What follows belongs to an exercise in optimizing a design on an open flow for small area and a short achievable clock period; a production flow would make more cautious choices. At most, simulation tests tie the RTL to the original design; equivalence was not proved.

the previous run:
// fft_16
module fft_16 (
    input                clk,
    input                rst_n,
    input                en,
    input  signed [11:0] sin_re,
    input  signed [11:0] sin_im,
    output signed [11:0] sout_re,
    output signed [11:0] sout_im
);
export LEC_CHECK = 0
export ABC_CLOCK_PERIOD_IN_PS = 2500
export CAP_MARGIN = 20
export CORE_MARGIN = 2
export CORE_UTILIZATION = 40
export SLEW_MARGIN = 20
create_clock -name core_clock -period 11.0 [get_ports {clk}]
standard.sh (not shown) runs the stock make flow with config.mk's settings and CLKGATE_MAP_FILE= SYNTH_SCRIPT=/design/flow/synth_recipe.tcl, a recipe that flattens the netlist after the stock synthesis.
==> flow/flow/run.sh <==
#!/bin/bash
set -euo pipefail
export SETUP_SLACK_MARGIN=7.5
export SETUP_MOVE_SEQUENCE=unbuffer,sizeup,swap,clone,split
bash standard.sh > make_standard.log 2>&1
Inputs modified between the previous run and the current run:
--- a/flow/design.v
+++ b/flow/design.v
@@ -142,34 +142,22 @@
     input  signed [11:0] sin_re,
     input  signed [11:0] sin_im,
     output signed [11:0] sout_re,
     output signed [11:0] sout_im
 );
     function signed [11:0] sat13(input signed [12:0] x);
         sat13 = (x[12] ^ x[11]) ? {x[12], {11{~x[12]}}} : x[11:0];
     endfunction
     function signed [12:0] sx(input signed [11:0] x);
         sx = x;
     endfunction
-    function [13:0] addsplit(input [12:0] a, input [12:0] b, input cin);
-        reg [7:0] lo;
-        reg [5:0] hi;
-        begin
-            lo = a[6:0] + b[6:0] + cin;
-            hi = a[12:7] + b[12:7];
-            addsplit = {hi, lo[7], lo[6:0]};
-        end
-    endfunction
-    function signed [12:0] addjoin(input [13:0] p);
-        addjoin = {p[13:8] + p[7], p[6:0]};
-    endfunction
     reg [3:0] count;
     wire [3:0] count_n = (!rst_n || !en) ? 4'd0 : count + 4'd1;
     always @(posedge clk) count <= count_n;
     reg z1;             
     reg bf2;            
     reg p2;             
     reg [47:0] sel1;    
     reg w2r, w4r, w6r;  
     wire [47:0] sel1_n;
     tf_dec dec1 (.k(count_n[2:0] + 3'd1), .sel(sel1_n));
     always @(posedge clk) begin
@@ -179,72 +167,72 @@
         sel1 <= sel1_n;
         w2r <= (count_n[1:0] == 2'd1);
         w4r <= (count_n[1:0] == 2'd2);
         w6r <= (count_n[1:0] == 2'd3);
     end
     reg [7:0] age;
     always @(posedge clk) age <= rst_n ? {age[6:0], 1'b1} : 8'd0;
     wire ok1 = age[7];      
     wire ok2 = age[3];      
     wire ok3 = age[1];      
     integer i;
-    reg        [13:0] d1r0_re, d1r0_im;           
+    reg signed [12:0] d1r0_re, d1r0_im;           
     reg signed [11:0] d1_re [1:7];
     reg signed [11:0] d1_im [1:7];
-    reg        [13:0] s1_re, s1_im;               
+    reg signed [12:0] s1_re, s1_im;               
     reg signed [13:0] p3_re, p3_im;               
     reg        [12:0] v1rs, v1rc, v1is, v1ic;     
     reg               v1r8, v1i8;
     wire signed [11:0] a1_re = ok1 ? d1_re[7] : 12'sd0;
     wire signed [11:0] a1_im = ok1 ? d1_im[7] : 12'sd0;
     wire [12:0] t1rs, t1rc, t1is, t1ic;
     wire        t1r8, t1i8;
     tf_multi tf1 (.a(d1_re[6]), .b(d1_im[6]), .a3(p3_re), .b3(p3_im),
                   .sel(sel1),
                   .re_s(t1rs), .re_c(t1rc), .re_c8(t1r8),
                   .im_s(t1is), .im_c(t1ic), .im_c8(t1i8));
     wire tw1 = ~count[3] & ~z1 & ok1;
     wire signed [12:0] s1a_re = (count[3] | z1) ? sx(a1_re) : tw1 ? v1rs : 13'sd0;
     wire signed [12:0] s1a_im = (count[3] | z1) ? sx(a1_im) : tw1 ? v1is : 13'sd0;
     wire signed [12:0] s1b_re = count[3] ? sx(sin_re) : tw1 ? v1rc : 13'sd0;
     wire signed [12:0] s1b_im = count[3] ? sx(sin_im) : tw1 ? v1ic : 13'sd0;
-    wire [13:0] s1n_re = addsplit(s1a_re, s1b_re, tw1 & v1r8);
-    wire [13:0] s1n_im = addsplit(s1a_im, s1b_im, tw1 & v1i8);
+    wire signed [12:0] s1n_re = s1a_re + s1b_re + (tw1 & v1r8);
+    wire signed [12:0] s1n_im = s1a_im + s1b_im + (tw1 & v1i8);
     wire signed [12:0] d1a_re = count[3] ? sx(a1_re) : 13'sd0;
     wire signed [12:0] d1a_im = count[3] ? sx(a1_im) : 13'sd0;
     wire signed [12:0] d1b_re = sx(sin_re) ^ {13{count[3]}};
     wire signed [12:0] d1b_im = sx(sin_im) ^ {13{count[3]}};
-    wire [13:0] d1n_re = addsplit(d1a_re, d1b_re, count[3]);
-    wire [13:0] d1n_im = addsplit(d1a_im, d1b_im, count[3]);
+    wire signed [12:0] d1n_re = d1a_re + d1b_re + count[3];
+    wire signed [12:0] d1n_im = d1a_im + d1b_im + count[3];
     always @(posedge clk) begin
         v1rs <= t1rs; v1rc <= t1rc; v1is <= t1is; v1ic <= t1ic;
         v1r8 <= t1r8; v1i8 <= t1i8;
         d1r0_re <= d1n_re;
         d1r0_im <= d1n_im;
-        d1_re[1] <= sat13(addjoin(d1r0_re));
-        d1_im[1] <= sat13(addjoin(d1r0_im));
+        d1_re[1] <= sat13(d1r0_re);
+        d1_im[1] <= sat13(d1r0_im);
         for (i = 2; i < 8; i = i + 1) begin
             d1_re[i] <= d1_re[i-1];
             d1_im[i] <= d1_im[i-1];
         end
         p3_re <= (d1_re[5] <<< 1) + d1_re[5];
         p3_im <= (d1_im[5] <<< 1) + d1_im[5];
         if (!rst_n) begin
-            s1_re <= 14'd0; s1_im <= 14'd0;
+            s1_re <= 13'd0; s1_im <= 13'd0;
         end else begin
             s1_re <= s1n_re;
             s1_im <= s1n_im;
         end
     end
-    wire signed [11:0] y1_re = sat13(addjoin(s1_re));
-    wire signed [11:0] y1_im = sat13(addjoin(s1_im));
+    wire signed [11:0] y1_re = sat13(s1_re);
+    wire signed [11:0] y1_im = sat13(s1_im);
     reg signed [12:0] d2r0_re, d2r0_im;
     reg signed [11:0] d2_re [1:3];
     reg signed [11:0] d2_im [1:3];
     reg signed [12:0] s2_re, s2_im;
     reg signed [12:0] u2, v2;                     
     reg        [12:0] v2rs, v2rc, v2is, v2ic;
     reg               v2r8, v2i8;
     wire signed [11:0] a2_re = ok2 ? d2_re[3] : 12'sd0;
     wire signed [11:0] a2_im = ok2 ? d2_im[3] : 12'sd0;
     wire [12:0] t2rs, t2rc, t2is, t2ic;
     wire        t2r8, t2i8;
### Flow results
Compared with the previous run, in the current run synthesized cell count shrank by 56; global-route wire length before repair shrank by about 0.46%.
Between the current run and the previous run, share of the final layout cell area in sequential cells is lower for the previous run, the current run comes in above that.
Going from the previous run to the current run, largest fanout of any net on the critical path lost 2, via count of the first global-routing pass essentially unchanged.
No functional check of the RTL was part of the previous run.

## re-timing with driven ports
How much do the figures lean on ideal ports? The routed layouts below were timed once more, with nothing changed but the port constraints.
Step 1: set_driving_cell puts a clkbuf_16 on clk and a buf_2 on each other input, an assumption about the parent block.
Step 2 also shifts input and output timing later by t, the mid clock arrival at the registers, as if the neighbouring blocks saw the same clock.
Slacks: ideal ports / drivers / drivers and shift; pairs: ideal ports / drivers.
run	t (ns)	setup slack, ns	latest minus earliest clock arrival (ns)	cell pins on the clock port's net
the previous run	0.718	6.578 / 6.578 / 6.578	0.028 / 0.028	1
the current run	0.697	7.262 / 7.297 / 6.600	0.026 / 0.026	1
After both steps setup and hold are still met in every run listed. The setup slack of the current run, which loses most, moves by +0.035 ns with the drivers and by -0.662 ns with both steps.
